Background: an optimization exercise with open tools, aiming at small area and a short achievable clock period. Do not read the settings as production practice.
Function was checked by simulation only, so behaviour that the tests miss may differ from the original.
Power and IR drop assume default switching activity.

## flow/design.v (module list and top-level ports; edited modules follow where they fit)
// module mult_cell: 4 lines
// module mult_ha: 4 lines
// module mult_buf: 3 lines
// module mult_inv: 3 lines
// module mult_nand2: 3 lines
// module mult_nor2: 3 lines
// module mult_orpn: 3 lines
// module mult_andpn: 3 lines
// module mult_aoi21b: 3 lines
// module mult_oai21b: 3 lines
// module mult_aoi21: 3 lines
// module mult_oai21: 3 lines
// module mult_man: 2078 lines
module mult_man (
  input clk, input rstn, input data_rdy,
  input [16:0] mult1_signed, input [16:0] mult2_signed,
  output [31:0] res, output [33:0] res_signed, output res_rdy, output [32:0] res_final);
  // ...
==> flow/flow/run.sh <==
#!/bin/bash
# The standard layout (standard.sh) with two changes:
# - the port buffers that buffer_ports inserts are sky130_fd_sc_hd__buf_2 cells (resized later as
#   needed) instead of the delay cell buffer_ports picks by itself; every port still gets one;
# - ABC maps the design's small gate modules for a 1 fF load instead of 5 fF, so that it does
#   not pick x2/x4 drive strengths for single gates (the resizer upsizes where timing needs it).
set -euo pipefail
bash standard.sh 'BUFFER_PORTS_ARGS=-buffer_cell sky130_fd_sc_hd__buf_2' ABC_LOAD_IN_FF=1 finish > standard_flow.log 2>&1
==> flow/standard.sh <==
#!/bin/bash
# synth_recipe.tcl (not shown) runs the flow's synth.tcl, then flattens the netlist and writes it again
# the make line also repeats each setting of config.mk as NAME=value (left out here)
make -C /OpenROAD-flow-scripts/flow DESIGN_CONFIG=/design/flow/config.mk WORK_HOME=/design/flow/orfs CLKGATE_MAP_FILE= SYNTH_SCRIPT=/design/flow/synth_recipe.tcl "${@:-finish}"
==> flow/config.mk <==
export PLATFORM = sky130hd
export DESIGN_NAME = mult_man
export DESIGN_NICKNAME = mult_man
export VERILOG_FILES = /design/flow/design.v
export SDC_FILE = /design/flow/constraint.sdc
export NUM_CORES = 4
export LEC_CHECK = 0
export CAP_MARGIN = 20
export CORE_MARGIN = 2
export CORE_UTILIZATION = 40
export CTS_BUF_LIST = sky130_fd_sc_hd__clkbuf_4 sky130_fd_sc_hd__clkbuf_8
export CTS_CLUSTER_SIZE = 30
export SETUP_SLACK_MARGIN = 2.2
export SLEW_MARGIN = 20
export SYNTH_HIERARCHICAL = 1
export TNS_END_PERCENT = 0
==> flow/constraint.sdc <==
create_clock -name core_clock -period 4.5 [get_ports {clk}]
set_input_delay 0.9000 -clock core_clock [delete_from_list [all_inputs] [get_ports {clk}]]
set_output_delay 0.9000 -clock core_clock [all_outputs]
set_load 0.01 [all_outputs]
==> results.cfg, run 1 <==
[worst_hold_path]
hold_path_class = flip-flop to flip-flop
hold_start = p2_c3_0$_DFF_P_

[yosys]
synth_edf_count = 0
syn-cell-area_um2 = 14540
yosysSeqAreaShare = 0.3815
async_reset_ff_frac = 0.2615
synth_top_area_cell = fa_1
synth_mux_area_frac = 0

[floorplanning]
core_area_um2 = 35660

[sta]
fin_hold_ws_ns = 0.3242
timing.final.crit_share = 0.4980
maxSlewHeadroom = 0.3548
rsz0062_at_grt = yes
hold_viol_final = 0
worstMarginPinSlew_ns = 0.9664

[clock_tree]
cts_buffer_depth = 3
cts_hold_buf = 0
cts_setup_buffers = 3
clock_latency_ns = 0.56
cts_tree = built

[critical_path]
required_ns = 4.94
cp_slowest_stage_delay_ns = 0.56
worst-path-buf-inv = 0
reg2regPathDepth = 4
end_kind = flip-flop
endpoint = p2_c14_3$_DFF_P_
timing.rr.end = p2_c14_3$_DFF_P_
crit_fanout = 16
crit_family = adder cells

[outcome]
status = timing/DRC/antenna clean

[placed_design]
place_congestion = 0.8350

[pwr]
power_w = 0.01206
pwr-share-clk = 0.207
p_seq_w = 0.00404
clock_power_w = 0.00249

[job]
max-cap-violations = 0

[final_layout]
largest_reg_flops = 33
n_all_inverters = 46
top_register = rs_q

[detailed_routing]
met3_length_mm = 2.731
antenna_left = 0
==> run 2: changes to the inputs <==
--- a/flow/config.mk
+++ b/flow/config.mk
@@ -8,8 +8,6 @@
 export CAP_MARGIN = 20
 export CORE_MARGIN = 2
 export CORE_UTILIZATION = 40
-export CTS_BUF_LIST = sky130_fd_sc_hd__clkbuf_4 sky130_fd_sc_hd__clkbuf_8
-export CTS_CLUSTER_SIZE = 30
 export SETUP_SLACK_MARGIN = 2.2
 export SLEW_MARGIN = 20
 export SYNTH_HIERARCHICAL = 1
==> run 2 against run 1 <==
Effect of this change: register-to-register slack about the same; largest power group unchanged; sequential power is essentially flat; final cell count decreased by 1.2%; synthesized cell count unchanged.
==> results.cfg, run 2 <==
[critical_path]
critical_path_arrival_ns = 2.67
reg2reg_slack_ns = 2.26
timing.rr.end = p2_c14_3$_DFF_P_
path_common_cell = fa_1
slowest_stage = fa_1
regToRegStartpoint = p1_bm_13$_DFF_P_
cp-start-kind = flip-flop
required_ns = 4.93
endpoint = p2_c14_3$_DFF_P_
cp_cell_sequence = nand2_1 -> fa_1 -> fa_1 -> fa_1
worst-path-buf-inv = 0
path_class = flip-flop to flip-flop
path_depth = 4
worstSetupStartpoint = p1_bm_13$_DFF_P_
cp_slowest_stage_delay_ns = 0.57
crit_family = adder cells
end_kind = flip-flop
reg2regPathDepth = 4
crit_fanout = 16

[placed_design]
place_hpwl_mm = 22.55
place_congestion = 0.8350
dp.cells = 1971
port_buffers = 135
pre_cts_slack_ns = 1.687

[yosys]
syn-cell-area_um2 = 14540
synth_commonest_cells = 377 x nand2_1, 198 x fa_1, 192 x dfxtp_1, 130 x nor2_1, 85 x xor2_1
yosysSeqAreaShare = 0.3815
netlist_top_cells_area = fa_1 27%, dfxtp_1 26%, dfrtp_1 12%
syn-num-nets = 1654
synth_top_area_frac = 0.2727
yosys.cell_count.top_type = nand2_1
ys.flop_type = dfxtp_1
syn_avg_cell_area_um2 = 10.24
syn_inst = 1419
synth_edf_count = 0
synth_top_area_cell = fa_1
yosysWarnings = 7
synth-seq-cells = 260
synth.distinct_cells = 24
async_reset_ff_frac = 0.2615

[sta]
tns_ns = 0
setup_ws_ns = 2.260
worstMarginPinSlew_ns = 0.9695
max_freq_mhz = 446.4
maxSlewHeadroom = 0.3528
hold_viol_final = 0
finalSetupViolCount = 0
fin_skew_ns = 0.01638
report.final.slew_viol_count = 0
timing.final.crit_share = 0.4979
period_needed_ns = 2.240
rsz0062_at_grt = yes

[outcome]
status = timing/DRC/antenna clean

[floorplanning]
fp.dieH_um = 194.6
die_area_um2 = 37880
die_width_um = 194.6
ios = 137
core_area_um2 = 35660
row_count = 69
start_util = 0.4077

[final_layout]
final_cells = 2035
drive_above_1_share = 0.1569
reg.largest.list = rs_q: 33 flops, r_q: 31 flops
nets = 1787
largest_reg_flops = 33
mostFrequentLayoutCells = 375 x nand2_1, 198 x fa_1, 158 x dfxtp_1
top_register = rs_q
area.growth.synth_to_final_pct = 15.62
final_common_cell = nand2_1
diodes = 0
nFillCells = 3283

[global_route]
grt_max_degree = 40
grtUsageTotal = 0.1674
grt_antenna_before_repair = 0
grt_pass1_wl_mm = 51.29
overflow = 0
grt_pass1_vias = 9994

[detailed_routing]
dr_total_vias = 9483
drt-initial-drc-count = 545
antenna_left = 0
wl_per_cell_um = 15.18
viasPerCell = 4.660
drc = 0
drt_pass1_iterations = 5
wirelength_mm = 30.89

[pwr]
power.internal_w = 0.007427
pwr-share-comb = 0.460
pwr-share-seq = 0.335
ir_worst_vdd_uv = 284.3
p_sw_w = 0.004634
swShare = 0.3842
power_density_nw_per_um2 = 717.6
pwr-share-clk = 0.205
leakage_nw = 6.922

[clock_tree]
clkTransAtPathRegs_ns = 0.06
cts_hold_buf = 0
clock_latency_ns = 0.55
cts_made_buffers = 29
cts_tree = built
htree_levels = 1
root_buffer = clkbuf_16
cts_sinks = 260
cts_buffer_depth = 3

[worst_hold_path]
hold_path_class = flip-flop to flip-flop

[job]
max-cap-violations = 0
## run 2: cell counts after synthesis
Identical to the previous run, type by type.
## run 2: how the worst min path moves through the flow
stage	start	to	depth (start not counted)
final	p2_n_0$_DFF_P_	p3_n_0$_DFF_P_	0
after global routing	p2_c3_0$_DFF_P_	p3_h3_0$_DFF_P_	0
after CTS	p2_c0_0$_DFF_P_	p3_h0_0$_DFF_P_	0
after detailed placement	p2_c0_0$_DFF_P_	p3_h0_0$_DFF_P_	0
after global placement	p2_c4_0$_DFF_P_	p3_h4_0$_DFF_P_	0
after floorplan	p1_n_0$_DFF_P_	p2_n_0$_DFF_P_	0
## run 2: power groups by stage
stage / clock network (W) / registers [W] / logic [W]
after floorplan: 0 / 0.00396 / 0.00415
after global placement: 0 / 0.00405 / 0.00537
after detailed placement: 0 / 0.00408 / 0.00549
after CTS: 0.00255 / 0.00404 / 0.00554
after global routing: 0.00265 / 0.00416 / 0.00635
final: 0.00248 / 0.00404 / 0.00555
## run 2: logic make-up (layout without fill, tap and decap cells)
group                    count (synthesis)  count (layout)  synth area share
adder cells (fa/ha/maj)                198             198            0.2727
other                                    1               1         0.0002580
flip-flops                             260             260            0.3815
XOR/XNOR                               155             155           0.09391
AND/OR/NAND/NOR                        644             645            0.1909
AO/OA/AOI/OAI                           69              69           0.02599
buffers and inverters                   92             246           0.03477
## run 2: area by class of cell
type | count | area (um^2) | area share
Clock inverter | 14 | 192.7 | 0.01146
Timing Repair Buffer | 147 | 803.3 | 0.04779
Inverter | 46 | 172.7 | 0.01027
Tap cell | 461 | 576.8 | 0.03432
Sequential cell | 260 | 5663 | 0.3369
Multi-Input combinational cell | 1068 | 8563 | 0.5095
Clock buffer | 39 | 835.8 | 0.04973
## run 2: repair_timing
item | in CTS | in global routing
resized for setup | 39 | 43
cloned | 0 | 1
setup buffers | 1 | 9
endpoints found under the hold margin | 0 | 0
pin swaps | 1 | 3
endpoints found under the setup margin | 96 | 71
## run 2: per-stage QoR
stage               area (um^2)  hold slack (ns)  utilization  power, W
floorplan                 14550           0.3096            -  0.008116
global placement          15480           0.3138       0.4342  0.009422
detailed placement        15480           0.3121       0.4342  0.009573
CTS                       16600           0.3264       0.4655   0.01212
global route              16810           0.3313       0.4714   0.01316
finish                    16810           0.3252       0.4714   0.01206
## run 2: layer usage
metal / up-vias / GRT usage / wire length (um)
met5: - / 0 / 0
met4: 0 / 0.04501 / 523
met3: 45 / 0.04425 / 2820
met2: 397 / 0.2578 / 13390
met1: 4489 / 0.2344 / 14160
li1: 4552 / - / -
## run 2: Yosys stat by module (local to each module, per instance), a selection
module       flops+latches  times used  cells  cell area [um^2]
mult_man               260           1    599              7916
mult_nor2                0          92      1             3.754
mult_oai21b              0           2      1             7.507
mult_orpn                0          31      1             6.256
mult_andpn               0          50      1             6.256
mult_cell                0         198      1             20.02
mult_nand2               0         335      1             3.754
mult_aoi21               0          35      1             5.005

## port drivers added, routing unchanged
How much do the figures lean on ideal ports? The routed layouts below were timed once more, with nothing changed but the port constraints.
Step 1 assumes that a clkbuf_16 drives the clock port and a buf_2 every other input.
Step 2, shift: input delay + t, output delay - t, t = (earliest + latest rising clock arrival at the registers) / 2. This alone moves slack from input paths to output paths.
a / b / c = ideal ports / drivers / drivers and shift; a / b = the first two.
| run | t (ns) | setup WS [ns] | clock arrival spread, ns |
|---|---|---|---|
| run 1 | 0.597 | 2.259 / 2.259 / 2.259 | 0.025 / 0.025 |
| run 2 | 0.596 | 2.260 / 2.260 / 2.260 | 0.017 / 0.018 |
After both steps every run listed still meets setup and hold.
